Optimization exercise on an open flow, not production practice.
RTL: at most simulated, not proved equivalent.
Function not checked: runs 1 and 2.
Power: default activity.

==> flow/design.v <==
module LCD_CTRL (
  input              clk,
  input              reset,
  input        [3:0] cmd,
  input              cmd_valid,
  input        [7:0] IROM_Q,
  output logic       IROM_rd,
  output logic [5:0] IROM_A,
  output logic       IRAM_valid,
  output logic [7:0] IRAM_D,
  output logic [5:0] IRAM_A,
  output logic       busy,
  output logic       done
);
  logic [7:0]  img [64];
  logic [63:0] vld;
  logic [2:0] x, y;           
  logic [1:0] ra, rb, ca, cb;
  logic [1:0] dra, drb, dca, dcb;   
  logic       dirty;                
  logic [7:0] W [4];          
  logic [3:0] Wv;             
  logic [3:0] rl;             
  logic       pend;           
  logic       is_alu;         
  logic [1:0] alu_op;         
  logic [3:0] from1;          
  logic       wr_act;         
  logic [5:0] wptr;
  logic [5:0] wa [4];
  always_comb
    for (int k = 0; k < 4; k++)
      wa[k] = {k[1] ? rb : ra, k[1], k[0] ? cb : ca, k[0]};
  logic [5:0] la [4];
  logic [7:0] L  [4];
  logic [3:0] LV;
  always_comb
    for (int k = 0; k < 4; k++) begin
      la[k] = wr_act ? {wptr[5:4], k[1], wptr[2:1], k[0]} : wa[k];
      L[k]  = img[la[k]];
      LV[k] = vld[la[k]];
    end
  logic ready, exec, ldst, hit;
  assign ready = &Wv;
  assign exec  = pend & ready;
  assign ldst  = IROM_rd & !wr_act;
  assign hit   = ldst && (IROM_A[5:4] == (IROM_A[3] ? rb : ra)) &&
                         (IROM_A[2:1] == (IROM_A[0] ? cb : ca));
  logic [3:0] ldhit;
  always_comb
    for (int k = 0; k < 4; k++) ldhit[k] = hit && ({IROM_A[3], IROM_A[0]} == 2'(k));
  function automatic logic ge8(input logic [7:0] a, input logic [7:0] b);
    logic [7:0] g, p;
    logic [3:0] g2, p2;
    logic [1:0] g4, p4;
    for (int i = 0; i < 8; i++) begin
      g[i] = a[i] & ~b[i];
      p[i] = a[i] | ~b[i];
    end
    for (int i = 0; i < 4; i++) begin
      g2[i] = g[2*i+1] | (p[2*i+1] & g[2*i]);
      p2[i] = p[2*i+1] & p[2*i];
    end
    for (int i = 0; i < 2; i++) begin
      g4[i] = g2[2*i+1] | (p2[2*i+1] & g2[2*i]);
      p4[i] = p2[2*i+1] & p2[2*i];
    end
    ge8 = g4[1] | (p4[1] & (g4[0] | p4[0]));
  endfunction
  logic c01, c02, c03, c12, c13, c23;   
  assign c01 = ge8(W[0], W[1]);
  assign c02 = ge8(W[0], W[2]);
  assign c03 = ge8(W[0], W[3]);
  assign c12 = ge8(W[1], W[2]);
  assign c13 = ge8(W[1], W[3]);
  assign c23 = ge8(W[2], W[3]);
  logic [3:0] mx, mn, s;
  assign mx[0] =  c01 &  c02 &  c03;
  assign mx[1] = !c01 &  c12 &  c13;
  assign mx[2] = !c02 & !c12 &  c23;
  assign mx[3] = !c03 & !c13 & !c23;
  assign mn[0] = !c01 & !c02 & !c03;
  assign mn[1] =  c01 & !c12 & !c13;
  assign mn[2] =  c02 &  c12 & !c23;
  assign mn[3] =  c03 &  c13 &  c23;
  always_comb
    for (int i = 0; i < 4; i++)
      s[i] = (alu_op == 2'd0) ? mx[i] : (alu_op == 2'd1) ? mn[i] : 1'b0;
  logic [9:0] sum;
  logic [7:0] avg;
  assign sum = 10'(W[0]) + 10'(W[1]) + 10'(W[2]) + 10'(W[3]);
  assign avg = sum[9:2];
  logic [7:0] wb [4];
  always_comb
    for (int k = 0; k < 4; k++) begin
      wb[k] = (is_alu && alu_op == 2'd2) ? avg : 8'd0;
      for (int i = 0; i < 4; i++)
        if ((is_alu && s[i]) ||
            (!is_alu && i == (k ^ 1) && from1[k]) ||
            (!is_alu && i == (k ^ 2) && !from1[k]))
          wb[k] = wb[k] | W[i];
    end
  always_ff @(posedge clk)
    for (int k = 0; k < 4; k++)
      if (exec)          W[k] <= wb[k];
      else if (ldhit[k]) W[k] <= IROM_Q;
      else if (rl[k])    W[k] <= L[k];
  logic [3:0] nWv;
  always_comb
    for (int k = 0; k < 4; k++)
      nWv[k] = ldhit[k] | (rl[k] ? LV[k] : Wv[k]);
  always_ff @(posedge clk or posedge reset)
    if (reset) Wv <= 4'd0;
    else Wv <= nWv;
  for (genvar p = 0; p < 64; p++) begin : g_pix
    localparam int R = p / 8, C = p % 8, KC = (R % 2) * 2 + (C % 2);
    logic wen;
    assign wen = dirty && ((R % 2) ? (R / 2 == drb) : (R / 2 == dra)) &&
                          ((C % 2) ? (C / 2 == dcb) : (C / 2 == dca));
    always_ff @(posedge clk)
      if (wen) img[p] <= W[KC];
    always_ff @(posedge clk or posedge reset)
      if (reset) vld[p] <= 1'b0;
      else if (hit && IROM_A == 6'(p)) vld[p] <= 1'b1;
  end
  logic       acc, is_wr, is_data, wr_start;
  logic [2:0] nx, ny;
  logic [3:0] nrl;
  assign acc      = cmd_valid & !busy;
  assign is_wr    = (cmd == 4'd0) || (cmd >= 4'd12);
  assign is_data  = (cmd >= 4'd5) && (cmd <= 4'd11);
  assign wr_start = acc & is_wr;
  always_comb begin
    nx  = x;
    ny  = y;
    nrl = 4'd0;
    if (acc)
      case (cmd)
        4'd1: if (y != 3'd1) begin ny = y - 3'd1; nrl = y[0] ? 4'b1100 : 4'b0011; end
        4'd2: if (y != 3'd7) begin ny = y + 3'd1; nrl = y[0] ? 4'b0011 : 4'b1100; end
        4'd3: if (x != 3'd1) begin nx = x - 3'd1; nrl = x[0] ? 4'b1010 : 4'b0101; end
        4'd4: if (x != 3'd7) begin nx = x + 3'd1; nrl = x[0] ? 4'b0101 : 4'b1010; end
        default: ;
      endcase
  end
  logic       cw_cls;
  logic [3:0] nfrom1;
  assign cw_cls = (cmd == 4'd9) ^ x[0] ^ y[0];
  always_comb
    for (int k = 0; k < 4; k++)
      nfrom1[k] = (cmd == 4'd11) | ((cmd == 4'd8 || cmd == 4'd9) & ((k[1] == k[0]) ^ cw_cls));
  logic [5:0] nwptr;
  logic       nwr;
  always_comb begin
    nwr   = wr_act;
    nwptr = wptr;
    if (wr_start) begin
      nwr   = 1'b1;
      nwptr = 6'd0;
    end else if (wr_act) begin
      nwptr = wptr + 6'd1;
      if (wptr == 6'd63) nwr = 1'b0;
    end
  end
  logic npend;
  assign npend = acc ? is_data : (pend & !exec);
  always_ff @(posedge clk or posedge reset)
    if (reset) begin
      x      <= 3'd4;
      y      <= 3'd4;
      ra     <= 2'd2;
      rb     <= 2'd1;
      ca     <= 2'd2;
      cb     <= 2'd1;
      dra    <= 2'd2;
      drb    <= 2'd1;
      dca    <= 2'd2;
      dcb    <= 2'd1;
      dirty  <= 1'b0;
      rl     <= 4'd0;
      pend   <= 1'b0;
      is_alu <= 1'b0;
      alu_op <= 2'd0;
      from1  <= 4'd0;
      wr_act <= 1'b0;
      wptr   <= 6'd0;
    end else begin
      x      <= nx;
      y      <= ny;
      ra     <= ny[2:1];
      rb     <= 2'(3'(ny - 3'd1) >> 1);
      ca     <= nx[2:1];
      cb     <= 2'(3'(nx - 3'd1) >> 1);
      dra    <= ra;
      drb    <= rb;
      dca    <= ca;
      dcb    <= cb;
      dirty  <= exec | hit;
      rl     <= nrl;
      wr_act <= nwr;
      wptr   <= nwptr;
      pend   <= npend;
      if (acc) begin
        is_alu <= cmd <= 4'd7;
        alu_op <= 2'(cmd - 4'd5);
        from1  <= nfrom1;
      end
    end
  logic [3:0] need;
  assign need = ~nWv;
  always_ff @(posedge clk or posedge reset)
    if (reset) begin
      IROM_rd <= 1'b0;
      IROM_A  <= 6'd27;
    end else if (wr_start) begin
      IROM_rd <= 1'b1;
      IROM_A  <= 6'd0;
    end else if (wr_act) begin
      IROM_rd <= (wptr != 6'd63);
      IROM_A  <= nwptr;
    end else begin
      IROM_rd <= |need;
      if (need[0])      IROM_A <= wa[0];
      else if (need[1]) IROM_A <= wa[1];
      else if (need[2]) IROM_A <= wa[2];
      else              IROM_A <= wa[3];
    end
  logic [1:0] wk;
  logic       inwin, pv;
  logic [7:0] pd;
  assign wk    = {wptr[3], wptr[0]};
  assign inwin = (wptr == wa[wk]);
  assign pv    = inwin ? Wv[wk] : LV[wk];
  assign pd    = inwin ? W[wk] : L[wk];
  always_ff @(posedge clk or posedge reset)
    if (reset) begin
      IRAM_valid <= 1'b0;
      done       <= 1'b0;
      busy       <= 1'b0;
    end else begin
      IRAM_valid <= wr_act;
      done       <= IRAM_valid && !wr_act;
      busy       <= nwr | IRAM_valid | (npend & !(&nWv));
    end
  always_ff @(posedge clk)
    if (wr_act) begin
      IRAM_A <= wptr;
      IRAM_D <= pv ? pd : IROM_Q;
    end
endmodule
==> flow/run.sh <==
#!/bin/bash
# synth_recipe.tcl (not shown) runs the flow's synth.tcl, then flattens the netlist and writes it again
# the make line also repeats each setting of config.mk as NAME=value (left out here)
make -C /OpenROAD-flow-scripts/flow DESIGN_CONFIG=/design/flow/config.mk WORK_HOME=/design/flow/orfs CLKGATE_MAP_FILE= SYNTH_SCRIPT=/design/flow/synth_recipe.tcl finish
==> flow/config.mk <==
export PLATFORM = sky130hd
export DESIGN_NAME = LCD_CTRL
export DESIGN_NICKNAME = LCD_CTRL
export VERILOG_FILES = /design/flow/design.v
export SDC_FILE = /design/flow/constraint.sdc
export NUM_CORES = 8
export LEC_CHECK = 0
export CAP_MARGIN = 20
export CORE_MARGIN = 2
export CORE_UTILIZATION = 60
export SLEW_MARGIN = 20
==> flow/constraint.sdc <==
create_clock -name core_clock -period 12.0 [get_ports {clk}]
set_input_delay 2.4000 -clock core_clock [delete_from_list [all_inputs] [get_ports {clk}]]
set_output_delay 2.4000 -clock core_clock [all_outputs]
set_load 0.01 [all_outputs]
==> qor.yml, run 1 <==
ys_types: 86
clock_latency_ns: 0.62
hold_buffers: 0
hold_path_class: "register to register"
synth.avg_cell_area_um2: 13.6
tritoncts: "done"
grt-ovfl-total: 0
area_growth_pct: 10.9
drtIter0Drc: 2978
ys_async_sr_fraction: 0.170
htreeDepth: 3
swShare: 0.389
vias: 20491
cts_resized: 0
cts.sinks: 672
yosysMostFrequentCell: "edfxtp_1"
crit_required_ns: 12.33
hold_viol: 0
setup_viol: 0
grt_use_met2: 0.551
cp_cell_sequence: "inv_1, fa_1, inv_1, fa_1, nand2_1, nor2_1, fa_1, a21o_1, a21oi_1, o21bai_1, a21oi_1, o21bai_1, a21oi_1, o21ai_0, a211oi_1, a32oi_1"
cts_buffers: 70
drc_errors: 0
synth_common_cells: "edfxtp_1 (558), nor2_1 (163), a22oi_1 (157)"
first_pass_iters: 8
arrival_ns: 5.20
met1_usage: 0.487
fp-row-count: 82
grt.busiest_layer: "met2"
clock_power_share: 0.252
setup_ws_ns: 7.13
max_stage_delay_ns: 0.83
synth-edff-count: 558
critPathLaunch: "W[0][1]"
globalplace.congestion: 0.952
wl_per_cell_um: 30.6
finalCritPeriodShare: 0.406
seq_area_frac_synth: 0.650
vdd_drop_max_uv: 159
synth_top_cell_area_share: 0.555
slew_violations: 0
synthCells: 2216
drive_above_1_share: 0.113
yosys_warnings: 7
syn_area_um2: 30200
period_minus_slack_ns: 4.87
grt_max_degree: 80
antenna_found_initial: 1
critPathKind: "register to register"
p_int_mw: 5.32
syn-num-nets: 2291
synth_top_flop_cell: "edfxtp_1"
clock_skew_ns: 0.0158
power_density_nw_per_um2: 260
cp-end-kind: "register"
worst_pin_slew_ns: 1.18
yosys-top-cells-area: "edfxtp_1 (56%), dfrtp_1 (8.5%), a22oi_1 (3.9%)"
post-dp-hpwl_um: 59200
path_buf_inv: 2
ios: 39
fin_nets: 2301
grt_pass1_wl_um: 133000
dp.cells: 2823
max_freq_ghz: 0.205
slew_headroom: 0.214
startpoint_type: "register"
grt_pass1_vias: 19894
grt_util_met3: 0.0724
core-area_um2: 49900
status: "no timing/DRC/antenna violations"
fin_area_um2: 33500
critPathTopFamily: "compound AO/OA/AOI/OAI gates"
p_seq_frac: 0.368
port_buffers: 38
synth_seq_cells: 672
post-cts-setup-buffers: 0
via_per_inst: 6.94
drv_cap: 0
die_height_um: 228
cts_root_buf: "clkbuf_16"
leakagePower_nw: 11.9
chipWidth_um: 228
pre_cts_ws_ns: 7.24
cp_slowest_cell: "edfxtp_1"
wl_um: 90500
switchingPower_mw: 3.38
rsz0062_at_grt: "false"
worstHoldStart: "vld[11]"
cts.clk_slew.worst_paths_ns: 0.06
synth_area_leader_cell: "edfxtp_1"
antenna_left: 0
cts_buffer_depth: 3
path_max_fanout: 24
dpl-instance-area_um2: 31100
groute.usage.overall: 0.348
finalSetupTns_ns: 0
dieArea_um2: 52100
initial_core_util: 0.605
reg2reg_from: "W[0][1]"
combinationalPowerShare: 0.380
instances_no_fill: 2954
-- final timing paths --
kind / cells past startpoint / to / slack, ns
max: 16 / W[1][7] / 7.13
min: 1 / vld[11] / 0.45
max reg2reg: 16 / W[1][7] / 7.13
min reg2reg: 1 / vld[11] / 0.45
max in group asynchronous: 3 / wptr[0] / 8.40
min in group asynchronous: 2 / vld[44] / 2.15
-- flip-flops by register name (all words and copies together), names as in the netlist, 4 cells and up --
signal	flops
IRAM_A	6
wptr	6
W	32
img	512
Wv	4
rl	4
IRAM_D	8
vld	64
IROM_A	6
-- worst reg2reg max path, cell delays in order, from the launching register on --
cell and delay (ns):
edfxtp_1 0.83, inv_1 0.23, fa_1 0.59, inv_1 0.05, fa_1 0.45, nand2_1 0.11, nor2_1 0.08, fa_1 0.45
a21o_1 0.18, a21oi_1 0.23, o21bai_1 0.11, a21oi_1 0.24, o21bai_1 0.09, a21oi_1 0.14, o21ai_0 0.09, a211oi_1 0.55
a32oi_1 0.18
-- area by class of cell --
| class | instances | area, µm² |
|---|---|---|
| Sequential cell | 672 | 19600 |
| Fill cell | 3638 | 16400 |
| Multi-Input combinational cell | 1319 | 9670 |
| Clock buffer | 89 | 1850 |
| Tap cell | 672 | 841 |
| Timing Repair Buffer | 87 | 752 |
| Clock inverter | 38 | 437 |
| Inverter | 76 | 288 |
| Antenna cell | 1 | 2.50 |
-- per-stage QoR --
step / total power, mW / hold slack [ns] / utilization
6_report: 8.70 / 0.450 / 0.671
5_1_grt: 9.01 / 0.469 / 0.671
4_1_cts: 8.64 / 0.455 / 0.670
3_5_place_dp: 6.45 / 0.442 / 0.624
3_3_place_gp: 6.42 / 0.431 / 0.624
2_1_floorplan: 5.20 / 0.349 / -
-- cells in the final DEF, fill, tap and decap left out, types with 13 or more instances in the layout --
cell and count:
a21o_1 26, a21oi_1 88, a222oi_1 55, a22o_1 13, a22oi_1 157, a31oi_1 16, a32oi_1 28, buf_4 48
clkbuf_1 16, clkbuf_16 70, clkdlybuf4s50_1 38, clkinv_1 16, dfrtp_1 99, edfxtp_1 558, fa_1 16, ha_1 44
inv_1 73, mux2i_1 89, mux4_2 19, nand2_1 99, nand2b_1 23, nand3_1 24, nor2_1 151, nor2b_1 21
nor3_1 22, nor3b_1 13, o211ai_1 15, o21ai_0 59, o21bai_1 44, o22ai_1 40, or2_2 48, xor2_1 16
-- logic make-up after synthesis --
| logic type | synth area share |
|---|---|
| flops | 0.650 |
| compound gates | 0.151 |
| simple gates | 0.0802 |
| buf+inv | 0.0313 |
| mux | 0.0502 |
| fa+ha+maj | 0.0308 |
| xor+xnor | 0.00638 |
-- power by group through the flow --
stage,registers [mW],clock network (mW),logic (mW)
6_report,3.20,2.19,3.31
5_1_grt,3.22,2.30,3.49
4_1_cts,3.19,2.20,3.25
3_5_place_dp,3.23,0,3.22
3_3_place_gp,3.23,0,3.19
2_1_floorplan,3.04,0,2.16
-- metal layers --
layer  vias up  wire, µm
met4         0      3130
met5         -         0
li1       8689         -
met3       187      9490
met1     10407     35700
met2      1208     42300
==> run 2, diff against run 1 <==
--- a/flow/config.mk
+++ b/flow/config.mk
@@ -9,3 +9,3 @@
 export CORE_MARGIN = 2
-export CORE_UTILIZATION = 60
+export CORE_UTILIZATION = 25
 export SLEW_MARGIN = 20
==> qor.yml, run 2 <==
crit_required_ns: 12.31  # was 12.33 ns
drc_errors: 0  # unchanged
dieArea_um2: 124000  # was 52100 µm²
cts_root_buf: "clkbuf_16"  # unchanged
finalSetupTns_ns: 0  # unchanged
largest_register_ffs: 512  # unchanged
fin_area_um2: 34600  # was 33500 µm²
ios: 39  # unchanged
setup_ws_ns: 7.01  # was 7.13 ns
initial_core_util: 0.252  # was 0.605
pre_cts_ws_ns: 7.03  # was 7.24 ns
ys_types: 86  # unchanged
ff2ff_setup_slack_ns: 7.01  # was 7.13 ns
post-cts-setup-buffers: 0  # unchanged
antenna_found_initial: 6  # was 1
grt-ovfl-total: 0  # unchanged
port_buffers: 38  # unchanged
synth.avg_cell_area_um2: 13.6  # unchanged
path_max_fanout: 24  # unchanged
yosysMostFrequentCell: "edfxtp_1"  # unchanged
cts.sinks: 672  # unchanged
grt_max_degree: 69  # was 80
htreeDepth: 3  # unchanged
instances_no_fill: 3901  # was 2954
antenna_left: 0  # unchanged
syn-num-nets: 2291  # unchanged
finalCritPeriodShare: 0.415  # was 0.406
status: "no timing/DRC/antenna violations"  # unchanged
vias: 20400  # was 20491
startpoint_type: "register"  # unchanged
critPathKind: "register to register"  # unchanged
hold_buffers: 0  # unchanged
cts_buffers: 71  # was 70
switchingPower_mw: 3.43  # was 3.38 mW
die_height_um: 352  # was 228 µm
wl_per_cell_um: 24.1  # was 30.6 µm
leakagePower_nw: 11.9  # about the same
swShare: 0.393  # was 0.389
clock_power_share: 0.248  # was 0.252
post-dp-hpwl_um: 61400  # was 59200 µm
cts.clk_slew.worst_paths_ns: 0.06  # about the same
worst_pin_slew_ns: 1.19  # was 1.18 ns
core-area_um2: 120000  # was 49900 µm²
tritoncts: "done"  # unchanged
clock_latency_ns: 0.62  # about the same
via_per_inst: 5.23  # was 6.94
combinationalPowerShare: 0.390  # was 0.380
yosys-top-cells-area: "edfxtp_1 (56%), dfrtp_1 (8.5%), a22oi_1 (3.9%)"  # unchanged
fin_nets: 2310  # was 2301
fp-row-count: 127  # was 82
globalplace.congestion: 0.903  # was 0.952
drtIter0Drc: 2710  # was 2978
vdd_drop_max_uv: 202  # was 159 µV
first_pass_iters: 6  # was 8
synth_seq_cells: 672  # unchanged
grt_pass1_wl_um: 137000  # was 133000 µm
final_common_cell: "edfxtp_1"  # unchanged
p_seq_frac: 0.362  # was 0.368
period_minus_slack_ns: 4.99  # was 4.87 ns
synth_top_cell_area_share: 0.555  # unchanged
dp.cells: 3772  # was 2823
power_density_nw_per_um2: 252  # was 260 nW/µm²
ys_async_sr_fraction: 0.170  # unchanged
cts_resized: 0  # unchanged
setup_viol: 0  # unchanged
dpl-instance-area_um2: 32400  # was 31100 µm²
r2r_cells: 16  # unchanged
synth_common_cells: "edfxtp_1 (558), nor2_1 (163), a22oi_1 (157)"  # unchanged
synth-edff-count: 558  # unchanged
p_total_mw: 8.72  # was 8.70 mW
synth_area_leader_cell: "edfxtp_1"  # unchanged
drv_cap: 0  # unchanged
hold_path_class: "register to register"  # unchanged
p_int_mw: 5.29  # was 5.32 mW
groute.usage.overall: 0.150  # was 0.348
yosys_warnings: 7  # unchanged
drive_above_1_share: 0.114  # was 0.113
slew_headroom: 0.201  # was 0.214
min_path_cells: 0  # was 1
rsz0062_at_grt: "false"  # unchanged
slew_violations: 0  # unchanged
syn_area_um2: 30200  # unchanged
synth_top_flop_cell: "edfxtp_1"  # unchanged
regMostFlops: "img"  # unchanged
clock_skew_ns: 0.0416  # was 0.0158 ns
timing.hold.ws_ns: 0.423  # was 0.450 ns
max_freq_ghz: 0.201  # was 0.205 GHz
layout_common_cells: "edfxtp_1 (558), nor2_1 (157), a22oi_1 (157)"  # was edfxtp_1 (558), a22oi_1 (157), nor2_1 (151)
top_regs: "img: 512 flops, vld: 64 flops, W: 32 flops"  # unchanged
cp-end-kind: "register"  # unchanged
chipWidth_um: 352  # was 228 µm
seq_area_frac_synth: 0.650  # unchanged
wl_um: 94000  # was 90500 µm
hold_viol: 0  # unchanged
area_growth_pct: 14.8  # was 10.9%
cts_buffer_depth: 3  # unchanged
arrival_ns: 5.30  # was 5.20 ns
synthCells: 2216  # unchanged
grt_pass1_vias: 19882  # was 19894
fin_util: 0.289  # was 0.671
==> run 2: worst paths after layout <==
check	start	end
setup reg to reg	W[1][1]	W[1][7]
setup / recovery	W[1][1]	W[1][7]
hold / removal	rb[0]	drb[0]
hold reg to reg	rb[0]	drb[0]
max in group asynchronous	reset	vld[48]
min in group asynchronous	reset	y[0]
==> run 2: area by class of cell <==
cell class	instances	area, µm²
sequential	672	19600
inverter	76	288
timing repair buffer	95	820
fill	12144	85200
clock inverter	30	327
multi-input combinational	1319	9650
tap	1612	2020
clock buffer	96	1920
antenna	1	2.50
==> run 2: kinds of logic after synthesis <==
group	after synthesis	synth area share
flops	672	0.650
compound gates	624	0.151
simple gates	488	0.0802
buf+inv	225	0.0313
mux	119	0.0502
fa+ha+maj	66	0.0308
xor+xnor	22	0.00638
==> run 2: metal layers <==
layer,vias to the layer above,part of all wire,GRT usage
met2,1178,0.45,0.233
met3,211,0.096,0.0303
met5,-,0.00053,0
met4,8,0.036,0.0571
li1,8706,-,-
met1,10297,0.42,0.206
==> run 2: power by group through the flow <==
stage / sequential (mW) / combinational [mW] / clock [mW]
CTS: 3.16 / 3.33 / 2.18
finish: 3.16 / 3.40 / 2.16
floorplan: 3.04 / 2.16 / 0
global route: 3.19 / 3.61 / 2.28
detailed placement: 3.20 / 3.31 / 0
global placement: 3.20 / 3.29 / 0
==> run 2: worst max-delay path: stages, from the launching register on <==
cell      delay (ns)
edfxtp_1        0.89
inv_1           0.20
fa_1            0.55
inv_1           0.05
fa_1            0.43
nand2_1         0.10
nor2_1          0.07
fa_1            0.45
a21o_1          0.18
a21oi_1         0.22
o21bai_1        0.10
a21oi_1         0.22
o21bai_1        0.09
a21oi_1         0.14
o21ai_0         0.08
a211oi_1        0.70
a32oi_1         0.23
==> run 3, diff against run 2 <==
--- a/flow/design.v
+++ b/flow/design.v
@@ -42,11 +42,15 @@
     end
-  logic ready, exec, ldst, hit;
-  assign ready = &Wv;
+  logic ready, exec, ldst, hit, is_avg;
+  assign is_avg = is_alu && alu_op == 2'd2;
+  assign ready = &Wv && (!is_avg || uni || avgok);
   assign exec  = pend & ready;
   assign ldst  = IROM_rd & !wr_act;
-  assign hit   = ldst && (IROM_A[5:4] == (IROM_A[3] ? rb : ra)) &&
-                         (IROM_A[2:1] == (IROM_A[0] ? cb : ca));
+  logic [1:0] ik;
+  assign ik  = {IROM_A[3], IROM_A[0]};
+  assign hit = ldst && (IROM_A[5:4] == (IROM_A[3] ? rb : ra)) &&
+                       (IROM_A[2:1] == (IROM_A[0] ? cb : ca)) &&
+                       !(rl[ik] && LV[ik]);
   logic [3:0] ldhit;
   always_comb
-    for (int k = 0; k < 4; k++) ldhit[k] = hit && ({IROM_A[3], IROM_A[0]} == 2'(k));
+    for (int k = 0; k < 4; k++) ldhit[k] = hit && (ik == 2'(k));
   function automatic logic ge8(input logic [7:0] a, input logic [7:0] b);
@@ -89,5 +93,7 @@
   logic [9:0] sum;
-  logic [7:0] avg;
+  logic [7:0] AVGR, avg;
+  logic       avgok, uni;
   assign sum = 10'(W[0]) + 10'(W[1]) + 10'(W[2]) + 10'(W[3]);
-  assign avg = sum[9:2];
+  assign avg = uni ? W[0] : AVGR;
+  always_ff @(posedge clk) AVGR <= sum[9:2];
   logic [7:0] wb [4];
@@ -95,3 +101,3 @@
     for (int k = 0; k < 4; k++) begin
-      wb[k] = (is_alu && alu_op == 2'd2) ? avg : 8'd0;
+      wb[k] = is_avg ? avg : 8'd0;
       for (int i = 0; i < 4; i++)
@@ -126,4 +132,2 @@
   logic       acc, is_wr, is_data, wr_start;
-  logic [2:0] nx, ny;
-  logic [3:0] nrl;
   assign acc      = cmd_valid & !busy;
@@ -132,2 +136,18 @@
   assign wr_start = acc & is_wr;
+  logic       mu, md, ml, mr;       
+  assign mu = acc && cmd == 4'd1 && y != 3'd1;
+  assign md = acc && cmd == 4'd2 && y != 3'd7;
+  assign ml = acc && cmd == 4'd3 && x != 3'd1;
+  assign mr = acc && cmd == 4'd4 && x != 3'd7;
+  logic [2:0] ym1, yp1, xm1, xp1, ym2, xm2;
+  assign ym1 = y - 3'd1;
+  assign yp1 = y + 3'd1;
+  assign ym2 = y - 3'd2;
+  assign xm1 = x - 3'd1;
+  assign xp1 = x + 3'd1;
+  assign xm2 = x - 3'd2;
+  logic [2:0] nx, ny;
+  logic [1:0] nra, nrb, nca, ncb;
+  logic [3:0] nrl;
+  logic [5:0] na;
   always_comb begin
@@ -135,11 +155,36 @@
     ny  = y;
+    nra = ra;
+    nrb = rb;
+    nca = ca;
+    ncb = cb;
     nrl = 4'd0;
-    if (acc)
-      case (cmd)
-        4'd1: if (y != 3'd1) begin ny = y - 3'd1; nrl = y[0] ? 4'b1100 : 4'b0011; end
-        4'd2: if (y != 3'd7) begin ny = y + 3'd1; nrl = y[0] ? 4'b0011 : 4'b1100; end
-        4'd3: if (x != 3'd1) begin nx = x - 3'd1; nrl = x[0] ? 4'b1010 : 4'b0101; end
-        4'd4: if (x != 3'd7) begin nx = x + 3'd1; nrl = x[0] ? 4'b0101 : 4'b1010; end
-        default: ;
-      endcase
+    na  = 6'd0;
+    if (mu) begin
+      ny  = ym1;
+      nra = ym1[2:1];
+      nrb = ym2[2:1];
+      nrl = y[0] ? 4'b1100 : 4'b0011;
+      na  = {ym2, ca, 1'b0};
+    end
+    if (md) begin
+      ny  = yp1;
+      nra = yp1[2:1];
+      nrb = y[2:1];
+      nrl = y[0] ? 4'b0011 : 4'b1100;
+      na  = {yp1, ca, 1'b0};
+    end
+    if (ml) begin
+      nx  = xm1;
+      nca = xm1[2:1];
+      ncb = xm2[2:1];
+      nrl = x[0] ? 4'b1010 : 4'b0101;
+      na  = {ra, 1'b0, xm2};
+    end
+    if (mr) begin
+      nx  = xp1;
+      nca = xp1[2:1];
+      ncb = x[2:1];
+      nrl = x[0] ? 4'b0101 : 4'b1010;
+      na  = {ra, 1'b0, xp1};
+    end
   end
@@ -164,4 +209,7 @@
   end
-  logic npend;
-  assign npend = acc ? is_data : (pend & !exec);
+  logic npend, nis_avg, navgok, nuni;
+  assign npend   = acc ? is_data : (pend & !exec);
+  assign nis_avg = acc ? (cmd == 4'd7) : is_avg;
+  assign navgok  = !(hit | (|rl));
+  assign nuni    = (exec & is_alu) | (uni & !(hit | (|rl)));
   always_ff @(posedge clk or posedge reset)
@@ -180,2 +228,4 @@
       rl     <= 4'd0;
+      avgok  <= 1'b0;
+      uni    <= 1'b0;
       pend   <= 1'b0;
@@ -189,6 +239,6 @@
       y      <= ny;
-      ra     <= ny[2:1];
-      rb     <= 2'(3'(ny - 3'd1) >> 1);
-      ca     <= nx[2:1];
-      cb     <= 2'(3'(nx - 3'd1) >> 1);
+      ra     <= nra;
+      rb     <= nrb;
+      ca     <= nca;
+      cb     <= ncb;
       dra    <= ra;
@@ -199,2 +249,4 @@
       rl     <= nrl;
+      avgok  <= navgok;
+      uni    <= nuni;
       wr_act <= nwr;
@@ -220,2 +272,5 @@
       IROM_A  <= nwptr;
+    end else if (mu | md | ml | mr) begin
+      IROM_rd <= 1'b1;
+      IROM_A  <= na;
     end else begin
@@ -242,3 +297,3 @@
       done       <= IRAM_valid && !wr_act;
-      busy       <= nwr | IRAM_valid | (npend & !(&nWv));
+      busy       <= nwr | IRAM_valid | (npend & !(&nWv && (!nis_avg || nuni || navgok)));
     end
==> qor.yml, run 3 <==
core-area_um2: 123000  # was 120000 µm²
drtIter0Drc: 2846  # was 2710
grt_max_degree: 64  # was 69
yosys_warnings: 7  # unchanged
period_minus_slack_ns: 4.76  # was 4.99 ns
hold_path_class: "register to register"  # unchanged
cp-end-kind: "register"  # unchanged
yosys-top-cells-area: "edfxtp_1 (54%), dfrtp_1 (8.4%), mux2i_1 (4.0%)"  # was edfxtp_1 (56%), dfrtp_1 (8.5%), a22oi_1 (3.9%)
status: "no timing/DRC/antenna violations"  # unchanged
power_density_nw_per_um2: 276  # was 252 nW/µm²
clock_skew_ns: 0.0348  # was 0.0416 ns
synth.avg_cell_area_um2: 13.3  # was 13.6 µm²
cp_slowest_cell: "dfrtp_2"  # was edfxtp_1
leakagePower_nw: 12.6  # was 11.9 nW
final_common_cell: "edfxtp_1"  # unchanged
ys_async_sr_fraction: 0.170  # about the same
grt_pass1_wl_um: 146000  # was 137000 µm
fp-row-count: 129  # was 127
crit_path_frequent_cell: "o21ai_0"
synthCells: 2331  # was 2216
wl_um: 100000  # was 94000 µm
top_regs: "img: 512 flops, vld: 64 flops, W: 32 flops"  # unchanged
worstHoldStart: "vld[13]"  # was rb[0]
max_stage_delay_ns: 0.98  # was 0.89 ns
htreeDepth: 3  # unchanged
vias: 21686  # was 20400
worstHoldEndpoint: "vld[13]"  # was drb[0]
reg2reg_from: "wr_act"  # was W[1][1]
seq_area_frac_synth: 0.639  # was 0.650
max_freq_ghz: 0.210  # was 0.201 GHz
instances_no_fill: 4050  # was 3901
layout_common_cells: "edfxtp_1 (558), nor2_1 (164), nand2_1 (124)"  # was edfxtp_1 (558), nor2_1 (157), a22oi_1 (157)
rsz0062_at_grt: "false"  # unchanged
cts_buffers: 71  # unchanged
worst_pin_slew_ns: 1.18  # was 1.19 ns
critPathKind: "register to register"  # unchanged
slew_violations: 0  # unchanged
path_max_fanout: 47  # was 24
synth_top_cell_area_share: 0.540  # was 0.555
finalSetupTns_ns: 0  # unchanged
grt-ovfl-total: 0  # unchanged
slew_headroom: 0.210  # was 0.201
die_height_um: 356  # was 352 µm
cp_cell_sequence: "or3b_2, nand2_1, buf_4, a222oi_1, o22ai_1, nor3_1, o21ai_0, mux4_2, mux2i_1, o21ai_0"  # was inv_1, fa_1, inv_1, fa_1, nand2_1, nor2_1, fa_1, a21o_1, a21oi_1, o21bai_1, a21oi_1, o21bai_1, a21oi_1, o21ai_0, a211oi_1, a32oi_1
tritoncts: "done"  # unchanged
port_buffers: 38  # unchanged
num_antenna_cells: 0  # was 1
drv_cap: 0  # unchanged
cts_buffer_depth: 3  # unchanged
rr_endpoint: "IRAM_D[6]"  # was W[1][7]
ys_types: 78  # was 86
setup_viol: 0  # unchanged
fin_nets: 2426  # was 2310
largest_register_ffs: 512  # unchanged
dpl-instance-area_um2: 33500  # was 32400 µm²
yosysMostFrequentCell: "edfxtp_1"  # unchanged
groute.usage.overall: 0.154  # was 0.150
synth_area_leader_cell: "edfxtp_1"  # unchanged
grt_pass1_vias: 20599  # was 19882
startpoint_type: "register"  # unchanged
arrival_ns: 5.15  # was 5.30 ns
synth_common_cells: "edfxtp_1 (558), nor2_1 (167), clkbuf_1 (130)"  # was edfxtp_1 (558), nor2_1 (163), a22oi_1 (157)
ff2ff_setup_slack_ns: 7.24  # was 7.01 ns
synth_seq_cells: 682  # was 672
cts_root_buf: "clkbuf_16"  # unchanged
wl_per_cell_um: 24.7  # was 24.1 µm
cts_resized: 0  # unchanged
syn-num-nets: 2398  # was 2291
ios: 39  # unchanged
via_per_inst: 5.35  # was 5.23
dp.cells: 3922  # was 3772
finalCritPeriodShare: 0.397  # was 0.415
hold_viol: 0  # unchanged
initial_core_util: 0.251  # was 0.252
hold_buffers: 0  # unchanged
drc_errors: 0  # unchanged
post-dp-hpwl_um: 65700  # was 61400 µm
fin_area_um2: 35900  # was 34600 µm²
syn_area_um2: 31100  # was 30200 µm²
synth_top_flop_cell: "edfxtp_1"  # unchanged
r2r_cells: 10  # was 16
min_path_cells: 1  # was 0
timing.hold.ws_ns: 0.456  # was 0.423 ns
globalplace.congestion: 0.862  # was 0.903
post-cts-setup-buffers: 0  # unchanged
synth-edff-count: 558  # unchanged
crit_required_ns: 12.39  # was 12.31 ns
drive_above_1_share: 0.121  # was 0.114
first_pass_iters: 6  # unchanged
chipWidth_um: 356  # was 352 µm
cts.clk_slew.worst_paths_ns: 0.07  # was 0.06 ns
antenna_found_initial: 0  # was 6
antenna_left: 0  # unchanged
area_growth_pct: 15.6  # was 14.8%
vdd_drop_max_uv: 181  # was 202 µV
regMostFlops: "img"  # unchanged
clock_latency_ns: 0.64  # was 0.62 ns
cts.sinks: 682  # was 672
dieArea_um2: 127000  # was 124000 µm²
fin_util: 0.291  # was 0.289
## run 3: cell types whose count changed in the layout (fill, tap and decap cells not counted), moves of 22 or more
cell,before,now
a22oi_1,157,113
nand3_1,24,64
o21bai_1,44,8
mux2i_1,89,122
a21o_1,26,54
inv_1,73,45
nand2_1,99,124
buf_4,55,77
## run 3: final cells by class
cell class,instances,area (µm²)
multi-input combinational,1441,10400
clock buffer,84,1860
clock inverter,43,577
inverter,46,175
timing repair buffer,117,975
fill,12461,87600
sequential,682,19800
tap,1637,2050
## run 3: worst max-delay path by stage
stage / start / to / slack, ns / depth (start not counted)
2_1_floorplan: reset / IRAM_valid / 6.55 / 1
3_3_place_gp: cmd_valid / IROM_A[2] / 7.02 / 9
3_5_place_dp: cmd_valid / IROM_A[2] / 6.99 / 9
4_1_cts: IROM_A[5] / IROM_A[5] / 7.38 / 1
5_1_grt: wr_act / IRAM_D[6] / 7.18 / 10
6_report: wr_act / IRAM_D[6] / 7.24 / 10
## run 3: power by group
part	switching [mW]	internal, mW	leakage, nW
registers	0.397	3.00	6.61
clock network	0.951	1.37	1.19
logic	2.68	1.50	4.79
total	4.03	5.88	12.6
## run 3: metrics by stage
| step | total power [mW] | worst slack (ns) |
|---|---|---|
| 6_report | 9.91 | 7.24 |
| 4_1_cts | 9.88 | 7.38 |
| 3_3_place_gp | 7.52 | 7.02 |
| 2_1_floorplan | 5.89 | 6.55 |
| 3_5_place_dp | 7.54 | 6.99 |
| 5_1_grt | 10.4 | 7.18 |
## run 3: logic make-up after synthesis
group | Yosys count | synth area share
flops | 682 | 0.639
compound gates | 627 | 0.149
buf+inv | 208 | 0.0260
fa+ha+maj | 62 | 0.0280
simple gates | 575 | 0.0930
xor+xnor | 22 | 0.00621
mux | 155 | 0.0588
## run 3: metal layers
layer / part of all wire / global-route usage / wire (µm) / vias up
met5: 0 / 0 / 0 / -
met4: 0.026 / 0.0436 / 2570 / 0
met3: 0.11 / 0.0377 / 11300 / 151
met2: 0.43 / 0.226 / 43300 / 1276
met1: 0.43 / 0.223 / 42900 / 11030
li1: - / - / - / 9229
## run 3: critical path: cells and delay by family, from the launching register on
family | cells | cell delay (ns)
compound gates | 4 | 1.01
buf+inv | 1 | 0.49
flops | 1 | 0.98
mux | 2 | 0.68
simple gates | 3 | 1.30
Testbench counts of run 3, summed over its fixed seeds: cycles 5,676.
==> run 4, diff against run 3 <==
==> flow/flow/run.sh (new file) <==
#!/bin/bash
# Standard layout, with plain port buffers and timing repair aiming past the clock period.
set -euo pipefail
bash standard.sh SETUP_SLACK_MARGIN=8.7 "BUFFER_PORTS_ARGS=-buffer_cell sky130_fd_sc_hd__buf_4" finish > make.log 2>&1
==> flow/standard.sh (new file) <==
#!/bin/bash
# synth_recipe.tcl (not shown) runs the flow's synth.tcl, then flattens the netlist and writes it again
# the make line also repeats each setting of config.mk as NAME=value (left out here)
make -C /OpenROAD-flow-scripts/flow DESIGN_CONFIG=/design/flow/config.mk WORK_HOME=/design/flow/orfs CLKGATE_MAP_FILE= SYNTH_SCRIPT=/design/flow/synth_recipe.tcl "${@:-finish}"
--- a/flow/config.mk
+++ b/flow/config.mk
@@ -9,3 +9,4 @@
 export CORE_MARGIN = 2
-export CORE_UTILIZATION = 25
+export CORE_UTILIZATION = 50
+export CTS_CLUSTER_SIZE = 30
 export SLEW_MARGIN = 20
removed: flow/run.sh
==> qor.yml, run 4 <==
status: "no timing/DRC/antenna violations"  # unchanged
setup_viol: 0  # unchanged
cts.sinks: 682  # unchanged
largest_register_ffs: 512  # unchanged
worst_pin_slew_ns: 1.24  # was 1.18 ns
period_minus_slack_ns: 3.75  # was 4.76 ns
wl_um: 112000  # was 100000 µm
p_total_mw: 11.5  # was 9.91 mW
synth_seq_cells: 682  # unchanged
first_pass_iters: 8  # was 6
max_stage_delay_ns: 0.63  # was 0.98 ns
cts_buffer_depth: 3  # unchanged
seq_area_frac_synth: 0.639  # unchanged
cp-end-kind: "primary output"  # was register
multi_input_area_um2: 11600  # was 10400 µm²
area_growth_pct: 24.1  # was 15.6%
synth_top_flop_cell: "edfxtp_1"  # unchanged
drive_above_1_share: 0.274  # was 0.121
path_buf_inv: 1  # unchanged
synth-edff-count: 558  # unchanged
drtIter0Drc: 3445  # was 2846
initial_core_util: 0.504  # was 0.251
synth.avg_cell_area_um2: 13.3  # unchanged
grt-ovfl-total: 0  # unchanged
arrival_ns: 1.35  # was 5.15 ns
antenna_found_initial: 1  # was 0
clock_latency_ns: 0.63  # was 0.64 ns
hold_path_class: "register to register"  # unchanged
final_common_cell: "edfxtp_1"  # unchanged
clock_skew_ns: 0.0176  # was 0.0348 ns
yosys-top-cells-area: "edfxtp_1 (54%), dfrtp_1 (8.4%), mux2i_1 (4.0%)"  # unchanged
groute.usage.overall: 0.342  # was 0.154
top_regs: "img: 512 flops, vld: 64 flops, W: 32 flops"  # unchanged
post-dp-hpwl_um: 66200  # was 65700 µm
cts_root_buf: "clkbuf_16"  # unchanged
fp-row-count: 91  # was 129
globalplace.congestion: 0.951  # was 0.862
fillerInstances: 4597  # was 12461
startpoint_type: "register"  # unchanged
tritoncts: "done"  # unchanged
synth_area_leader_cell: "edfxtp_1"  # unchanged
yosysMostFrequentCell: "edfxtp_1"  # unchanged
hold_viol: 0  # unchanged
vias: 23494  # was 21686
chipWidth_um: 253  # was 356 µm
slew_headroom: 0.172  # was 0.210
layout_common_cells: "edfxtp_1 (558), buf_4 (203), nor2_1 (142)"  # was edfxtp_1 (558), nor2_1 (164), nand2_1 (124)
leakagePower_nw: 14.2  # was 12.6 nW
cp_cell_sequence: "buf_6"  # was or3b_2, nand2_1, buf_4, a222oi_1, o22ai_1, nor3_1, o21ai_0, mux4_2, mux2i_1, o21ai_0
syn-num-nets: 2398  # unchanged
synth_common_cells: "edfxtp_1 (558), nor2_1 (167), clkbuf_1 (130)"  # unchanged
max_freq_ghz: 0.267  # was 0.210 GHz
dieArea_um2: 64100  # was 127000 µm²
ys_types: 78  # unchanged
syn_area_um2: 31100  # unchanged
via_per_inst: 6.80  # was 5.35
core-area_um2: 61600  # was 123000 µm²
antenna_left: 0  # unchanged
fin_nets: 2626  # was 2426
rsz0062_at_grt: "true"  # was false
cts.clk_slew.worst_paths_ns: 0.06  # was 0.07 ns
port_buffers: 38  # unchanged
vdd_drop_max_uv: 169  # was 181 µV
finalCritPeriodShare: 0.313  # was 0.397
fin_util: 0.626  # was 0.291
drc_errors: 0  # unchanged
yosys_warnings: 7  # unchanged
hold_buffers: 0  # unchanged
grt_pass1_wl_um: 157000  # was 146000 µm
ys_async_sr_fraction: 0.170  # unchanged
synth_top_cell_area_share: 0.540  # unchanged
seqCellArea_um2: 19900  # was 19800 µm²
power_density_nw_per_um2: 299  # was 276 nW/µm²
path_max_fanout: 2  # was 47
slew_violations: 0  # unchanged
critPathTopFamily: "flip-flops"  # was simple AND/OR/NAND/NOR gates
wl_per_cell_um: 32.6  # was 24.7 µm
grt_max_degree: 83  # was 64
ios: 39  # unchanged
die_height_um: 253  # was 356 µm
htreeDepth: 3  # unchanged
grt_pass1_vias: 22295  # was 20599
synthCells: 2331  # unchanged
finalSetupTns_ns: 0  # unchanged
crit_required_ns: 9.60  # was 12.39 ns
cts_buffers: 75  # was 71
drv_cap: 0  # unchanged
critPathKind: "register to primary output"  # was register to register
regMostFlops: "img"  # unchanged
cp_slowest_cell: "dfstp_4"  # was dfrtp_2
==> run 4: cell count changes in the layout (fill, tap and decap cells not counted), sizes merged, moves of 3 or more <==
cell,change
clkdlybuf4s50,-38
clkbuf,+21
bufbuf,+3
clkinv,-6
inv,-3
buf,+223
==> run 4: stage by stage <==
| step | setup slack, ns | std cells | instance area (µm²) | hold WS [ns] |
|---|---|---|---|---|
| final | 8.25 | 3454 | 38500 | 0.455 |
| after global placement | 7.03 | 3107 | 32400 | 0.434 |
| after CTS | 8.23 | 3369 | 37200 | 0.456 |
| after global routing | 8.20 | 3454 | 38500 | 0.470 |
| after detailed placement | 7.19 | 3109 | 32500 | 0.442 |
| after floorplan | 8.20 | 2331 | 31300 | 0.358 |
==> run 4: layout make-up <==
| type | count | area share |
|---|---|---|
| repair buffers | 310 | 0.0860 |
| flip-flops and latches | 682 | 0.516 |
| inverters | 46 | 0.00503 |
| diodes | 1 | 0.0000649 |
| well taps | 837 | 0.0272 |
| clock inverters | 34 | 0.0121 |
| clock buffers | 100 | 0.0538 |
| multi-input cells | 1444 | 0.300 |
==> run 4: routing by layer <==
layer  part of all wire  GRT usage  vias to the layer above
li1                   -          -                     9653
met1               0.39      0.484                    11820
met2               0.44      0.510                     1713
met3               0.13     0.0842                      308
met4              0.042      0.135                        0
met5                  0          0                        -
==> run 4: final timing paths <==
kind / depth (start not counted) / end / from / slack [ns]
max in group asynchronous: 3 / vld[30] / reset / 8.99
worst max-delay path: 1 / IROM_A[0] / IROM_A[0] / 8.25
min in group asynchronous: 2 / alu_op[0] / reset / 1.93
worst min register to register: 1 / vld[12] / vld[12] / 0.45
worst min-delay path: 1 / vld[12] / vld[12] / 0.45
worst max register to register: 11 / IRAM_D[7] / wr_act / 8.31
==> run 4: power breakdown <==
group          leakage [nW]  internal, mW  switching (mW)  total, mW
combinational          6.31          2.40            3.35       5.76
clock                  1.24          1.43           0.965       2.40
sequential             6.61          3.01           0.341       3.35
==> run 4: cell families (layout without fill, tap and decap cells) <==
family          Yosys count  after routing  synth area share
compound gates          627            627             0.149
buf+inv                 208            490            0.0260
simple gates            575            578            0.0930
mux                     155            155            0.0588
other cells               0              1                 0
flops                   682            682             0.639
fa+ha+maj                62             62            0.0280
xor+xnor                 22             22           0.00621
==> run 4: worst register-to-register path, cell delays in order (launching register included) <==
cell      delay (ns)
dfrtp_4         0.49
buf_12          0.15
buf_16          0.13
and3b_2         0.24
or2_4           0.30
buf_16          0.16
a222oi_1        0.67
o22ai_1         0.18
or3_4           0.41
mux4_2          0.47
mux2i_1         0.13
o21ai_0         0.09
==> run 4: repair_timing <==
item                       4_1_cts  5_1_grt
gates resized for setup        223      131
setup endpoints to repair      254      217
gates cloned                    15        7
pin swaps                       58       53
setup buffers                  111       76
==> run 5, diff against run 4 <==
==> flow/flow/run.sh (replaced) <==
#!/bin/bash
# Standard layout, with plain port buffers and timing repair aiming past the clock period.
set -euo pipefail
bash standard.sh SETUP_SLACK_MARGIN=8.2 "BUFFER_PORTS_ARGS=-buffer_cell sky130_fd_sc_hd__buf_4" finish > make.log 2>&1
--- a/flow/config.mk
+++ b/flow/config.mk
@@ -10,3 +10,2 @@
 export CORE_UTILIZATION = 50
-export CTS_CLUSTER_SIZE = 30
 export SLEW_MARGIN = 20
==> qor.yml, run 5 <==
max_freq_ghz: 0.265  # was 0.267 GHz
grt.busiest_layer: "met2"  # unchanged
cts.sinks: 682  # unchanged
grt_use_met2: 0.486  # was 0.510
worstHoldEndpoint: "vld[11]"  # was vld[12]
wl_um: 102000  # was 112000 µm
chipWidth_um: 253  # unchanged
period_minus_slack_ns: 3.78  # was 3.75 ns
cts_buffers: 75  # unchanged
cp_cell_sequence: "buf_4"  # was buf_6
antenna_left: 0  # unchanged
regMostFlops: "img"  # unchanged
yosysMostFrequentCell: "edfxtp_1"  # unchanged
rr_endpoint: "IRAM_D[1]"  # was IRAM_D[7]
cp_slowest_cell: "dfrtp_4"  # was dfstp_4
finalSetupTns_ns: 0  # unchanged
globalplace.congestion: 0.914  # was 0.951
vdd_drop_max_uv: 163  # was 169 µV
top_regs: "img: 512 flops, vld: 64 flops, W: 32 flops"  # unchanged
synth_top_flop_cell: "edfxtp_1"  # unchanged
drive_above_1_share: 0.165  # was 0.274
grt-ovfl-total: 0  # unchanged
synth_top_cell_area_share: 0.540  # unchanged
synth_common_cells: "edfxtp_1 (558), nor2_1 (167), clkbuf_1 (130)"  # unchanged
grt_pass1_wl_um: 148000  # was 157000 µm
groute.usage.overall: 0.318  # was 0.342
switchingPower_mw: 4.13  # was 4.66 mW
min_path_cells: 1  # unchanged
yosys-top-cells-area: "edfxtp_1 (54%), dfrtp_1 (8.4%), mux2i_1 (4.0%)"  # unchanged
ys_async_sr_fraction: 0.170  # unchanged
ys_types: 78  # unchanged
cts_root_buf: "clkbuf_16"  # unchanged
cts_buffer_depth: 3  # unchanged
critPathKind: "register to primary output"  # unchanged
first_pass_iters: 8  # unchanged
clock_power_share: 0.227  # was 0.208
largest_register_ffs: 512  # unchanged
path_max_fanout: 12  # was 2
instances_no_fill: 3282  # was 3454
clock_latency_ns: 0.64  # was 0.63 ns
num_antenna_cells: 0  # was 1
dpl-instance-area_um2: 32300  # was 32500 µm²
via_per_inst: 6.72  # was 6.80
antenna_found_initial: 0  # was 1
grt_max_degree: 80  # was 83
clock_skew_ns: 0.0302  # was 0.0176 ns
reg2reg_from: "rb[0]"  # was wr_act
wl_per_cell_um: 31.0  # was 32.6 µm
startpoint_type: "register"  # unchanged
yosys_warnings: 7  # unchanged
layout_common_cells: "edfxtp_1 (558), nor2_1 (154), buf_4 (128)"  # was edfxtp_1 (558), buf_4 (203), nor2_1 (142)
arrival_ns: 1.38  # was 1.35 ns
grt_pass1_vias: 21053  # was 22295
syn-num-nets: 2398  # unchanged
grt_util_met3: 0.0609  # was 0.0842
initial_core_util: 0.504  # unchanged
slew_headroom: 0.225  # was 0.172
vias: 22061  # was 23494
synth-edff-count: 558  # unchanged
swShare: 0.411  # was 0.405
fin_area_um2: 35400  # was 38500 µm²
worstHoldStart: "vld[11]"  # was vld[12]
synth_seq_cells: 682  # unchanged
slew_violations: 0  # unchanged
fillerInstances: 4966  # was 4597
cts.clk_slew.worst_paths_ns: 0.06  # about the same
area_growth_pct: 14.0  # was 24.1%
hold_viol: 0  # unchanged
p_seq_frac: 0.331  # was 0.291
synthCells: 2331  # unchanged
drc_errors: 0  # unchanged
syn_area_um2: 31100  # unchanged
p_int_mw: 5.92  # was 6.85 mW
dp.cells: 3114  # was 3109
crit_required_ns: 9.60  # about the same
cp-end-kind: "primary output"  # unchanged
worst_pin_slew_ns: 1.16  # was 1.24 ns
met1_usage: 0.462  # was 0.484
path_buf_inv: 1  # unchanged
drtIter0Drc: 2812  # was 3445
hold_buffers: 0  # unchanged
ios: 39  # unchanged
core-area_um2: 61600  # unchanged
status: "no timing/DRC/antenna violations"  # unchanged
leakagePower_nw: 12.8  # was 14.2 nW
synth.avg_cell_area_um2: 13.3  # unchanged
drv_cap: 0  # unchanged
tritoncts: "done"  # unchanged
hold_path_class: "register to register"  # unchanged
r2r_cells: 10  # was 11
die_height_um: 253  # unchanged
dieArea_um2: 64100  # unchanged
setup_viol: 0  # unchanged
fp-row-count: 91  # unchanged
critPathTopFamily: "flip-flops"  # unchanged
htreeDepth: 3  # unchanged
combinationalPowerShare: 0.442  # was 0.500
power_density_nw_per_um2: 284  # was 299 nW/µm²
max_stage_delay_ns: 0.57  # was 0.63 ns
post-dp-hpwl_um: 66300  # was 66200 µm
fin_nets: 2454  # was 2626
rsz0062_at_grt: "false"  # was true
final_common_cell: "edfxtp_1"  # unchanged
seq_area_frac_synth: 0.639  # unchanged
port_buffers: 38  # unchanged
synth_area_leader_cell: "edfxtp_1"  # unchanged
finalCritPeriodShare: 0.315  # was 0.313
ff2ff_setup_slack_ns: 8.30  # was 8.31 ns
==> run 5: what timing repair did <==
action / CTS / global route
cloned: 1 / 0
gates resized for setup: 31 / 39
setup buffers: 12 / 19
setup endpoints to repair: 145 / 115
pin swaps: 3 / 10
==> run 5: worst max path at each step <==
stage              start         end  slack [ns]  depth (start not counted)
3_5_place_dp      wr_act   IRAM_D[3]        7.35                          8
5_1_grt           wr_act   IRAM_D[0]        8.18                         11
3_3_place_gp      wr_act   IRAM_D[2]        7.26                          8
6_report       IROM_A[5]   IROM_A[5]        8.22                          1
2_1_floorplan      reset  IRAM_valid        8.20                          1
4_1_cts          W[3][0]     W[0][4]        8.20                          8
==> run 5: kinds of logic after synthesis <==
kind of cell    after synthesis  synth area share
compound gates              627             0.149
xor+xnor                     22           0.00621
flops                       682             0.639
simple gates                575            0.0930
fa+ha+maj                    62            0.0280
buf+inv                     208            0.0260
mux                         155            0.0588
==> run 5: layout make-up <==
cell class / instances / area [µm²] / share of cell area
tap: 837 / 1050 / 0.0296
clock inverter: 45 / 447 / 0.0126
sequential: 682 / 19900 / 0.561
timing repair buffer: 141 / 1170 / 0.0332
clock buffer: 90 / 1960 / 0.0555
inverter: 46 / 176 / 0.00499
multi-input combinational: 1441 / 10700 / 0.303
==> run 5: worst reg2reg max path, stage by stage (launching register included) <==
cell and delay [ns]:
dfstp_2 0.75, or3b_2 0.55, nand2_2 0.37, buf_4 0.37
a22oi_1 0.16, o22ai_1 0.30, nor4_1 0.11, o21ai_1 0.38
mux4_2 0.36, mux2i_1 0.06, o21ai_0 0.14
==> run 5: layer usage <==
layer,wire [µm],up-vias,part of all wire
met3,10700,178,0.11
met4,3100,0,0.030
met2,45900,1379,0.45
li1,-,9310,-
met5,0,-,0
met1,42100,11194,0.41
==> run 5: per-stage QoR <==
stage | hold WS (ns) | util | total power, mW | worst slack (ns)
floorplan | 0.358 | - | 5.89 | 8.20
global placement | 0.441 | 0.524 | 7.45 | 7.26
detailed placement | 0.447 | 0.525 | 7.50 | 7.35
CTS | 0.462 | 0.568 | 9.90 | 8.20
global route | 0.466 | 0.575 | 10.5 | 8.18
finish | 0.456 | 0.575 | 10.0 | 8.22
==> run 5: power by group through the flow <==
stage / logic, mW / clock network [mW] / registers, mW
4_1_cts: 4.28 / 2.30 / 3.32
6_report: 4.44 / 2.28 / 3.33
5_1_grt: 4.71 / 2.40 / 3.35
2_1_floorplan: 2.64 / 0 / 3.25
3_3_place_gp: 4.05 / 0 / 3.39
3_5_place_dp: 4.10 / 0 / 3.40
==> run 6, diff against run 5 <==
--- a/flow/config.mk
+++ b/flow/config.mk
@@ -10,2 +10,3 @@
 export CORE_UTILIZATION = 50
+export CTS_BUF_LIST = sky130_fd_sc_hd__clkbuf_8
 export SLEW_MARGIN = 20
==> qor.yml, run 6 <==
post-dp-hpwl_um: 66300  # unchanged
p_int_mw: 5.65  # was 5.92 mW
cts_root_buf: "clkbuf_8"  # was clkbuf_16
critPathTopFamily: "flip-flops"  # unchanged
ios: 39  # unchanged
grt_pass1_vias: 21317  # was 21053
grt_max_degree: 80  # unchanged
max_stage_delay_ns: 0.63  # was 0.57 ns
dieArea_um2: 64100  # unchanged
synth_top_flop_cell: "edfxtp_1"  # unchanged
initial_core_util: 0.504  # unchanged
syn_area_um2: 31100  # unchanged
hold_path_class: "register to register"  # unchanged
wl_met3_um: 10600  # was 10700 µm
worst_pin_slew_ns: 1.24  # was 1.16 ns
wirelength_met1_um: 42500  # was 42100 µm
fin_nets: 2487  # was 2454
crit_required_ns: 9.60  # about the same
antenna_found_initial: 2  # was 0
drtIter0Drc: 3157  # was 2812
finalCritPeriodShare: 0.319  # was 0.315
routed-wl-met2_um: 45600  # was 45900 µm
groute.usage.overall: 0.318  # about the same
clock_power_share: 0.203  # was 0.227
via_per_inst: 6.63  # was 6.72
drive_above_1_share: 0.175  # was 0.165
drc_errors: 0  # unchanged
ys_async_sr_fraction: 0.170  # unchanged
cp-end-kind: "primary output"  # unchanged
largest_register_ffs: 512  # unchanged
tritoncts: "done"  # unchanged
p_seq_frac: 0.340  # was 0.331
setup_viol: 0  # unchanged
synth_common_cells: "edfxtp_1 (558), nor2_1 (167), clkbuf_1 (130)"  # unchanged
clock_latency_ns: 0.73  # was 0.64 ns
seq_area_frac_synth: 0.639  # unchanged
synth_area_leader_cell: "edfxtp_1"  # unchanged
grt_pass1_wl_um: 147000  # was 148000 µm
regMostFlops: "img"  # unchanged
cp_slowest_cell: "dfstp_4"  # was dfrtp_4
chipWidth_um: 253  # unchanged
port_buffers: 38  # unchanged
synth_seq_cells: 682  # unchanged
first_pass_iters: 10  # was 8
period_minus_slack_ns: 3.83  # was 3.78 ns
max_freq_ghz: 0.261  # was 0.265 GHz
swShare: 0.422  # was 0.411
critPathKind: "register to primary output"  # unchanged
cts.sinks: 682  # unchanged
power_density_nw_per_um2: 278  # was 284 nW/µm²
synthCells: 2331  # unchanged
wl_per_cell_um: 30.5  # was 31.0 µm
drv_cap: 0  # unchanged
htreeDepth: 3  # unchanged
yosys-top-cells-area: "edfxtp_1 (54%), dfrtp_1 (8.4%), mux2i_1 (4.0%)"  # unchanged
status: "no timing/DRC/antenna violations"  # unchanged
finalSetupTns_ns: 0  # unchanged
cts_buffer_depth: 3  # unchanged
yosysMostFrequentCell: "edfxtp_1"  # unchanged
rsz0062_at_grt: "true"  # was false
final_common_cell: "edfxtp_1"  # unchanged
switchingPower_mw: 4.13  # about the same
synth.avg_cell_area_um2: 13.3  # unchanged
hold_buffers: 0  # unchanged
routed.top_layer: "met5"  # was met4
yosys_warnings: 7  # unchanged
cts.clk_slew.worst_paths_ns: 0.06  # about the same
ys_types: 78  # unchanged
die_height_um: 253  # unchanged
top_regs: "img: 512 flops, vld: 64 flops, W: 32 flops"  # unchanged
wl_um: 102000  # about the same
clock_skew_ns: 0.0511  # was 0.0302 ns
hold_viol: 0  # unchanged
combinationalPowerShare: 0.458  # was 0.442
cp_cell_sequence: "buf_6"  # was buf_4
startpoint_type: "register"  # unchanged
vdd_drop_max_uv: 173  # was 163 µV
area_growth_pct: 13.1  # was 14.0%
syn-num-nets: 2398  # unchanged
path_buf_inv: 1  # unchanged
grt-ovfl-total: 0  # unchanged
synth-edff-count: 558  # unchanged
fin_util: 0.570  # was 0.575
slew_violations: 0  # unchanged
antenna_left: 0  # unchanged
path_max_fanout: 2  # was 12
fp-row-count: 91  # unchanged
globalplace.congestion: 0.914  # unchanged
synth_top_cell_area_share: 0.540  # unchanged
slew_headroom: 0.176  # was 0.225
arrival_ns: 1.43  # was 1.38 ns
layout_common_cells: "edfxtp_1 (558), nor2_1 (154), nand2_1 (121), mux2i_1 (121), clkbuf_8 (115)"  # was edfxtp_1 (558), nor2_1 (154), buf_4 (128)
core-area_um2: 61600  # unchanged
cts_buffers: 110  # was 75
leakagePower_nw: 12.8  # about the same
vias: 22183  # was 22061
run 6: cell counts after synthesis:
Identical to the previous run, type by type.
run 6: layout make-up:
cell class                      instances  area (µm²)
Antenna cell                            2        5.00
Inverter                               46         176
Clock inverter                         84         568
Tap cell                              837        1050
Clock buffer                          114        1570
Fill cell                            5042       26500
Timing Repair Buffer                  139        1190
Sequential cell                       682       19900
Multi-Input combinational cell       1441       10700
run 6: worst paths after layout:
| kind | to | slack, ns | from | depth (start not counted) |
|---|---|---|---|---|
| worst min register to register | vld[11] | 0.46 | vld[11] | 1 |
| worst max-delay path | IROM_A[0] | 8.17 | IROM_A[0] | 1 |
| max in group asynchronous | vld[25] | 8.90 | reset | 4 |
| worst min-delay path | vld[11] | 0.46 | vld[11] | 1 |
| min in group asynchronous | ra[0] | 1.85 | reset | 2 |
| worst max register to register | W[2][6] | 8.29 | ca[0] | 8 |
run 6: layer usage:
| layer | GRT usage | up-vias |
|---|---|---|
| met5 | 0 | - |
| met4 | 0.104 | 2 |
| met3 | 0.0681 | 201 |
| met2 | 0.480 | 1352 |
| met1 | 0.459 | 11262 |
| li1 | - | 9366 |
run 6: timing repair:
item | in CTS | in global routing
buffers inserted | 17 | 12
pin swaps | 3 | 6
gates cloned | 1 | 0
endpoints found under the setup margin | 152 | 123
gates resized for setup | 39 | 36
run 6: power groups by stage:
stage	clock network (mW)	registers, mW	logic (mW)
global placement	0	3.39	4.05
global route	2.10	3.34	4.73
detailed placement	0	3.40	4.10
finish	1.98	3.32	4.47
CTS	2.00	3.31	4.32
floorplan	0	3.25	2.64
run 6: logic make-up after synthesis:
group | Yosys count | share of synthesized area
compound gates | 627 | 0.149
fa+ha+maj | 62 | 0.0280
flops | 682 | 0.639
xor+xnor | 22 | 0.00621
mux | 155 | 0.0588
simple gates | 575 | 0.0930
buf+inv | 208 | 0.0260
run 6: through the flow:
stage | setup slack (ns) | power, mW | area (µm²) | std cells | hold WS (ns)
detailed placement | 7.35 | 7.50 | 32300 | 3114 | 0.447
finish | 8.17 | 9.77 | 35100 | 3345 | 0.459
floorplan | 8.20 | 5.89 | 31100 | 2331 | 0.358
global route | 8.11 | 10.2 | 35100 | 3344 | 0.468
CTS | 8.12 | 9.63 | 34800 | 3330 | 0.461
global placement | 7.26 | 7.45 | 32300 | 3112 | 0.441
==> run 7, diff against run 6 <==
==> flow/flow/run.sh (replaced) <==
#!/bin/bash
# Standard layout, with plain port buffers and timing repair aiming past the clock period.
set -euo pipefail
bash standard.sh SETUP_SLACK_MARGIN=7.9 "BUFFER_PORTS_ARGS=-buffer_cell sky130_fd_sc_hd__buf_4" finish > make.log 2>&1
--- a/flow/config.mk
+++ b/flow/config.mk
@@ -10,3 +10,2 @@
 export CORE_UTILIZATION = 50
-export CTS_BUF_LIST = sky130_fd_sc_hd__clkbuf_8
 export SLEW_MARGIN = 20
==> qor.yml, run 7 <==
status: "no timing/DRC/antenna violations"  # unchanged
synth-edff-count: 558  # unchanged
r2r_cells: 11  # was 8
port_buffers: 38  # unchanged
leakagePower_nw: 12.6  # was 12.8 nW
fp-row-count: 91  # unchanged
ys_async_sr_fraction: 0.170  # unchanged
globalplace.congestion: 0.911  # was 0.914
clock_latency_ns: 0.63  # was 0.73 ns
final_common_cell: "edfxtp_1"  # unchanged
regMostFlops: "img"  # unchanged
slew_headroom: 0.185  # was 0.176
cp-end-kind: "register"  # was primary output
tritoncts: "done"  # unchanged
finalSetupTns_ns: 0  # unchanged
ff2ff_setup_slack_ns: 7.91  # was 8.29 ns
synth_area_leader_cell: "edfxtp_1"  # unchanged
synth_top_flop_cell: "edfxtp_1"  # unchanged
ys_types: 78  # unchanged
dpl-instance-area_um2: 32400  # was 32300 µm²
cp_slowest_cell: "dfrtp_4"  # was dfstp_4
max_stage_delay_ns: 0.57  # was 0.63 ns
wl_um: 102000  # about the same
yosysMostFrequentCell: "edfxtp_1"  # unchanged
seq_area_frac_synth: 0.639  # unchanged
initial_core_util: 0.504  # unchanged
worstHoldStart: "vld[12]"  # was vld[11]
power_density_nw_per_um2: 285  # was 278 nW/µm²
first_pass_iters: 9  # was 10
path_buf_inv: 2  # was 1
dieArea_um2: 64100  # unchanged
cts.clk_slew.worst_paths_ns: 0.06  # about the same
timing.hold.ws_ns: 0.460  # was 0.459 ns
clock_skew_ns: 0.0272  # was 0.0511 ns
setup_ws_ns: 7.91  # was 8.17 ns
syn-num-nets: 2398  # unchanged
top_regs: "img: 512 flops, vld: 64 flops, W: 32 flops"  # unchanged
vias: 21898  # was 22183
post-dp-hpwl_um: 66700  # was 66300 µm
rsz0062_at_grt: "true"  # unchanged
area_growth_pct: 12.7  # was 13.1%
arrival_ns: 4.45  # was 1.43 ns
layout_common_cells: "edfxtp_1 (558), nor2_1 (155), nand2_1 (123)"  # was edfxtp_1 (558), nor2_1 (154), nand2_1 (121), mux2i_1 (121), clkbuf_8 (115)
path_max_fanout: 55  # was 2
slew_violations: 0  # unchanged
min_path_cells: 1  # unchanged
syn_area_um2: 31100  # unchanged
drc_errors: 0  # unchanged
finalCritPeriodShare: 0.341  # was 0.319
reg2reg_from: "wr_act"  # was ca[0]
cts.sinks: 682  # unchanged
dp.cells: 3118  # was 3114
cp_cell_sequence: "buf_12, and3b_1, or2_1, buf_4, a222oi_1, nor2_1, nor4_2, a21oi_1, mux2i_1, o221ai_1, mux2_2"  # was buf_6
synth.avg_cell_area_um2: 13.3  # unchanged
num_antenna_cells: 0  # was 2
synth_common_cells: "edfxtp_1 (558), nor2_1 (167), clkbuf_1 (130)"  # unchanged
fillerInstances: 5019  # was 5042
grt_pass1_vias: 20913  # was 21317
synthCells: 2331  # unchanged
critPathKind: "register to register"  # was register to primary output
htreeDepth: 3  # unchanged
antenna_left: 0  # unchanged
p_total_mw: 9.99  # was 9.77 mW
period_minus_slack_ns: 4.09  # was 3.83 ns
fin_area_um2: 35000  # was 35100 µm²
startpoint_type: "register"  # unchanged
fin_util: 0.568  # was 0.570
hold_path_class: "register to register"  # unchanged
worstHoldEndpoint: "vld[12]"  # was vld[11]
via_per_inst: 6.72  # was 6.63
fin_nets: 2431  # was 2487
core-area_um2: 61600  # unchanged
cts_root_buf: "clkbuf_16"  # was clkbuf_8
ios: 39  # unchanged
groute.usage.overall: 0.319  # was 0.318
synth_seq_cells: 682  # unchanged
wl_per_cell_um: 31.3  # was 30.5 µm
grt-ovfl-total: 0  # unchanged
vdd_drop_max_uv: 181  # was 173 µV
crit_required_ns: 12.36  # was 9.60 ns
die_height_um: 253  # unchanged
worst_pin_slew_ns: 1.22  # was 1.24 ns
antenna_found_initial: 1  # was 2
chipWidth_um: 253  # unchanged
grt_pass1_wl_um: 147000  # about the same
drv_cap: 0  # unchanged
setup_viol: 0  # unchanged
yosys_warnings: 7  # unchanged
cts_buffers: 75  # was 110
drtIter0Drc: 3152  # was 3157
cts_buffer_depth: 3  # unchanged
drive_above_1_share: 0.150  # was 0.175
pre_cts_ws_ns: 7.22  # was 7.35 ns
largest_register_ffs: 512  # unchanged
grt_max_degree: 78  # was 80
yosys-top-cells-area: "edfxtp_1 (54%), dfrtp_1 (8.4%), mux2i_1 (4.0%)"  # unchanged
critPathTopFamily: "simple AND/OR/NAND/NOR gates"  # was flip-flops
max_freq_ghz: 0.245  # was 0.261 GHz
rr_endpoint: "IRAM_D[2]"  # was W[2][6]
synth_top_cell_area_share: 0.540  # unchanged
instances_no_fill: 3257  # was 3345
hold_viol: 0  # unchanged
==> run 7: report_power, final <==
group | total [mW] | internal (mW) | switching (mW)
clock network | 2.33 | 1.37 | 0.959
logic | 4.29 | 1.52 | 2.77
registers | 3.38 | 3.00 | 0.375
==> run 7: logic make-up after synthesis <==
family / after synthesis / share of synthesized area
multiplexers: 155 / 0.0588
buffers and inverters: 208 / 0.0260
adder cells (fa/ha/maj): 62 / 0.0280
flip-flops: 682 / 0.639
XOR/XNOR: 22 / 0.00621
AND/OR/NAND/NOR: 575 / 0.0930
AO/OA/AOI/OAI: 627 / 0.149
==> run 7: repair_timing <==
item,CTS,global route
pin swaps,1,0
resized for setup,14,15
setup endpoints to repair,106,74
buffers inserted,1,2
hold buffers,0,0
gates cloned,0,0
==> run 7: per-layer routing <==
metal / vias up / wire length, µm / global-route usage / share of wire
met5: - / 13 / 0 / 0.00013
met4: 2 / 3520 / 0.110 / 0.034
met3: 199 / 10900 / 0.0598 / 0.11
met2: 1356 / 45600 / 0.483 / 0.45
met1: 11105 / 41900 / 0.463 / 0.41
li1: 9236 / - / - / -
==> run 7: worst max-delay path by stage <==
stage                          from   endpoint  cells past startpoint
after floorplan           cmd_valid  IROM_A[1]                      8
after global placement       wr_act    W[2][7]                      8
after detailed placement     wr_act  IRAM_D[2]                      9
after CTS                    wr_act  IRAM_D[2]                     11
after global routing         wr_act  IRAM_D[2]                     11
final                        wr_act  IRAM_D[2]                     11
==> run 7: layout make-up <==
cell class / count / area [µm²] / share of cell area
clock buffer: 96 / 2020 / 0.0576
inverter: 46 / 176 / 0.00504
multi-input combinational: 1441 / 10600 / 0.302
tap: 837 / 1050 / 0.0299
clock inverter: 37 / 434 / 0.0124
sequential: 682 / 19800 / 0.567
timing repair buffer: 118 / 907 / 0.0259
